This is an optimization exercise on Yosys and OpenROAD, whose aim is small area, a short achievable clock period and few clock cycles, not a production implementation. In this exercise RTL edits were held to simulation tests only and were not proved equivalent to the original. Power and IR drop assume default switching activity.

## CONVCOR
module CONVCOR(clk, rst_n, in_valid, in_a, in_b, in_mode, out_valid, out);
Size in the first run: about 1,400 cells after synthesis, about 260 flip-flops, ~73 I/O pins, roughly 15,000 µm² of cells after synthesis.
Settings: LEC_CHECK=0, CAP_MARGIN=20, CORE_MARGIN=2, CORE_UTILIZATION=60, CTS_BUF_LIST=sky130_fd_sc_hd__clkbuf_16, CTS_CLUSTER_DIAMETER=120, CTS_CLUSTER_SIZE=25, SLEW_MARGIN=20; clock period 12.5 ns.
standard.sh (not shown) runs the stock make flow with config.mk's settings and CLKGATE_MAP_FILE= SYNTH_SCRIPT=/design/flow/synth_recipe.tcl, a recipe that flattens the netlist after the stock synthesis.
==> flow/flow/run.sh <==
#!/bin/bash
set -euo pipefail
bash standard.sh SETUP_SLACK_MARGIN=9 finish > standard_flow.log 2>&1
Testbench counts at the start, summed over its fixed seeds: cycles 14,544.
Change:
==> flow/flow/run.sh (replaced) <==
#!/bin/bash
set -euo pipefail
bash standard.sh SETUP_SLACK_MARGIN=9 "BUFFER_PORTS_ARGS=-buffer_cell sky130_fd_sc_hd__buf_1" finish > standard_flow.log 2>&1
Die area stays the same.
Worst setup slack is about the same.
Critical path depth stays the same.
Clock power barely changes.
Cell count is about the same.
Change:
==> flow/flow/run.sh (replaced) <==
#!/bin/bash
set -euo pipefail
bash standard.sh SETUP_SLACK_MARGIN=9 finish > standard_flow.log 2>&1
- CORE_UTILIZATION: 60 -> 40
- CTS_BUF_LIST: sky130_fd_sc_hd__clkbuf_16 -> unset
- CTS_CLUSTER_DIAMETER: 120 -> unset
- CTS_CLUSTER_SIZE: 25 -> unset
What happened: Maximum frequency fell by 1.6%; first-iteration DRC count falls by 27%; setup slack gets worse by 57 ps; combinational power rises by about 7%.
Change:
- CORE_UTILIZATION: 40 -> 75
- CTS_BUF_LIST: unset -> sky130_fd_sc_hd__clkbuf_16
- CTS_CLUSTER_DIAMETER: unset -> 100
- CTS_CLUSTER_SIZE: unset -> 30
The changed run finished with timing, DRC and antenna clean.
Hold slack gains 19 ps.
Sequential share of layout area grows by 2.6 points.
Via count grows by 2.1%.
Total power shrinks by 12%.
Non-clock buffer count shrinks by 22.
Change:
==> flow/flow/run.sh (replaced) <==
#!/bin/bash
set -euo pipefail
bash standard.sh SETUP_SLACK_MARGIN=9 "BUFFER_PORTS_ARGS=-buffer_cell sky130_fd_sc_hd__buf_1" finish > standard_flow.log 2>&1
- CORE_UTILIZATION: 75 -> 60
- CTS_CLUSTER_DIAMETER: 100 -> 90
- total power fell by 2.1%
- cell count rose by 3.4%
- clock power is about the same
- area after synthesis does not change
- routed wire length fell by 1.9%
- global-route usage fell by 6.7 points
- sequential share of layout area rose by 0.19 points
- hold slack loses 11 ps
- utilization fell by 17 points
- die area rose by 24%
- worst setup slack gains 6.6 ps
Change:
==> flow/flow/run.sh (replaced) <==
#!/bin/bash
set -euo pipefail
bash standard.sh SETUP_SLACK_MARGIN=9.2 finish > standard_flow.log 2>&1
- CTS_CLUSTER_DIAMETER: 90 -> 120
- CTS_CLUSTER_SIZE: 30 -> 25
=> Clock-buffer cell count is higher by 2. Sequential power is about the same. Routed wire length is higher by a few percent. Setup slack improves by 7.1 ps. Cell count is higher by a few percent. Register-to-register slack improves by 190 ps. Via count is higher by a few percent. Sequential share of layout area is lower by 1.6 points. Critical path depth does not change.

========
run 1:
Starting RTL as in the previous note.
Design CONVCOR, start of the top module:
module CONVCOR(clk, rst_n, in_valid, in_a, in_b, in_mode, out_valid, out);
Settings: LEC_CHECK=0, CAP_MARGIN=20, CORE_MARGIN=2, CORE_UTILIZATION=60, CTS_BUF_LIST=sky130_fd_sc_hd__clkbuf_16, CTS_CLUSTER_DIAMETER=120, CTS_CLUSTER_SIZE=25, SLEW_MARGIN=20; clock period 12.5 ns.
==> flow/flow/run.sh <==
#!/bin/bash
set -euo pipefail
bash standard.sh SETUP_SLACK_MARGIN=8.9 finish > standard_flow.log 2>&1
Run 1: flow completed, timing, DRC and antenna clean
Testbench counts of run 1, summed over its fixed seeds: cycles 14,544.
[inputs] run 2 vs run 1
Settings: CTS_BUF_LIST changed from sky130_fd_sc_hd__clkbuf_16 to sky130_fd_sc_hd__clkbuf_8; CTS_CLUSTER_SIZE changed from 25 to 30; CTS_CLUSTER_DIAMETER removed (was 120); CORE_UTILIZATION changed from 60 to 40.
==> flow/flow/run.sh <==
#!/bin/bash
set -euo pipefail
bash standard.sh SETUP_SLACK_MARGIN=9 finish > standard_flow.log 2>&1
==> comparison <==
- Compared to run 1, run 2 was floorplanned on a bigger die.
- Re area after synthesis: no difference whatsoever between run 1 and run 2.
- Going from run 1 to run 2, the sequential share of layout area was found to have gone down by 2.3 points.
- Run 2 vs run 1: total number of tap cells up by more than a quarter
- Lower total routed wirelength was reported by run 1, not run 2.
## Diff of input files: run 3 against run 2
Settings: changing CORE_UTILIZATION from 40 to 60.
### Flow results
- Run 3 ended with every stage complete and zero timing, DRC or antenna violations.
- Delta (run 3 minus run 2): total clock buffers created by CTS decreased 6.5%; core utilization increased 22 points; global-route usage increased 7.5 points.
[inputs] run 4 vs run 3
Settings: CTS_BUF_LIST removed (was sky130_fd_sc_hd__clkbuf_8); CORE_UTILIZATION changed from 60 to 70.
==> notes.md <==
- Run 4 reports its termination of the worst setup path as out[28] while run 3 reports out[12].
- Between run 4 and run 3, it is run 4 whose measured slew at the worst slew-check pin is higher, by 0.014 ns.
- When run 4 is measured against run 3, its global router's overall resource usage turns out 4.4 points higher.
- Total overflow reported by the global router came out exactly the same in run 3 and run 4.
- Fmax, run 4 vs run 3: up slightly
- Looking only at clock distribution area overhead in the final layout, and setting everything else aside, the lower value of run 3 and run 4 goes to run 4.
- In run 4, the area after detailed placement came out 0.44% below the value in run 3.
- Signal arrival time at the worst endpoint delta for run 4 relative to run 3: 0.03 ns lower
- Total power: run 3 vs run 4 — no meaningful difference

========
CONVCOR again, from the RTL that the note above started with.
==> flow/config.mk <==
export PLATFORM = sky130hd
export DESIGN_NAME = CONVCOR
export DESIGN_NICKNAME = CONVCOR
export VERILOG_FILES = /design/flow/design.v
export SDC_FILE = /design/flow/constraint.sdc
export NUM_CORES = 4
export LEC_CHECK = 0
export CAP_MARGIN = 20
export CORE_MARGIN = 2
export CORE_UTILIZATION = 70
export CTS_BUF_LIST = sky130_fd_sc_hd__clkbuf_16
export CTS_CLUSTER_DIAMETER = 120
export CTS_CLUSTER_SIZE = 25
export SLEW_MARGIN = 20
==> flow/constraint.sdc <==
create_clock -name core_clock -period 12.5 [get_ports {clk}]
set_input_delay 2.5000 -clock core_clock [delete_from_list [all_inputs] [get_ports {clk}]]
set_output_delay 2.5000 -clock core_clock [all_outputs]
set_load 0.01 [all_outputs]
==> flow/flow/run.sh <==
#!/bin/bash
set -euo pipefail
bash standard.sh SETUP_SLACK_MARGIN=9 finish > standard_flow.log 2>&1
Testbench counts at the start, summed over its fixed seeds: cycles 14,544.
Edit:
==> flow/flow/run.sh (replaced) <==
#!/bin/bash
set -euo pipefail
bash standard.sh SETUP_SLACK_MARGIN=9 "BUFFER_PORTS_ARGS=-buffer_cell sky130_fd_sc_hd__buf_1" finish > standard_flow.log 2>&1
CORE_UTILIZATION = 60   (was 70)
CTS_CLUSTER_DIAMETER = 150   (was 120)
CTS_CLUSTER_SIZE = 20   (was 25)
The changed run ran to the end with no violations.
Cell area went down by 1.2%.
Setup slack is better by 8.5 ps.
Critical path depth does not change.
Utilization went down by 13 points.
Non-clock buffer count went down by 8.
Die area went up by 16%.
Wire length went down by 1.9%.
Via count went down by 2.8%.
Count of clock-buffer cells in the layout went up by 3.
Global-route usage went down by 4.4 points.
Edit:
==> flow/flow/run.sh (replaced) <==
#!/bin/bash
set -euo pipefail
bash standard.sh SETUP_SLACK_MARGIN=9 finish > standard_flow.log 2>&1
ABC_AREA = 1   (was not set)
CTS_CLUSTER_DIAMETER = 120   (was 150)
CTS_CLUSTER_SIZE = 25   (was 20)
What happened:
- global-route usage went up by 2.5 points
- clock-buffer cell count is lower by 2
- flip-flop and latch count is unchanged
- utilization goes up by 3.2 points
- final area rises by about 9%
- first-iteration DRC count goes up by about 33%
- setup slack barely changes
- area after synthesis rose by about 5%
- non-clock buffer count went up by 63
- total power goes up by about 20%

==> port drivers added, routing unchanged <==
The results above use ideal ports. As a check the final layouts listed here were re-extracted and re-timed, cells and wires unchanged. Step 1 sets driving cells, clkbuf_16 on the clock port and buf_2 on the other inputs (assumed; they add their load-dependent delay and slew). Step 2 also shifts input and output timing later by t, the mid clock arrival at the registers, as if the neighbouring blocks saw the same clock. Three values: ideal, step 1, step 2; two values: the first two.
| run | t (ns) | slack for setup (ns) | slew at the worst register clock pin (ns) |
|---|---|---|---|
| the first run of note 1 | 0.542 | 9.034 / 8.984 / 8.674 | 0.10 / 0.10 |
| the second run of note 1 | 0.540 | 9.035 / 8.988 / 8.954 | 0.10 / 0.10 |
| the third run of note 1 | 0.612 | 8.978 / 8.925 / 8.621 | 0.06 / 0.06 |
| the fourth run of note 1 | 0.538 | 9.029 / 8.981 / 8.617 | 0.11 / 0.11 |
| the fifth run of note 1 | 0.540 | 9.035 / 8.987 / 9.007 | 0.11 / 0.11 |
| the sixth run of note 1 | 0.542 | 9.042 / 8.994 / 8.785 | 0.10 / 0.10 |
| run 1 | 0.540 | 8.945 / 8.898 / 8.648 | 0.10 / 0.10 |
| run 2 | 0.615 | 8.957 / 8.911 / 8.620 | 0.06 / 0.06 |
| run 3 | 0.593 | 8.994 / 8.948 / 8.666 | 0.06 / 0.06 |
| run 4 | 0.582 | 9.015 / 8.966 / 8.629 | 0.07 / 0.07 |
| the first run of note 3 | 0.552 | 9.022 / 8.974 / 8.635 | 0.11 / 0.11 |
| the second run of note 3 | 0.534 | 9.031 / 8.984 / 9.004 | 0.09 / 0.09 |
| the third run of note 3 | 0.536 | 9.031 / 8.982 / 8.776 | 0.10 / 0.10 |
After both steps every run listed still meets setup and hold. For the fourth run of note 1, which loses most, drivers alone change the setup slack by -0.048 ns; drivers and shift together by -0.412 ns.
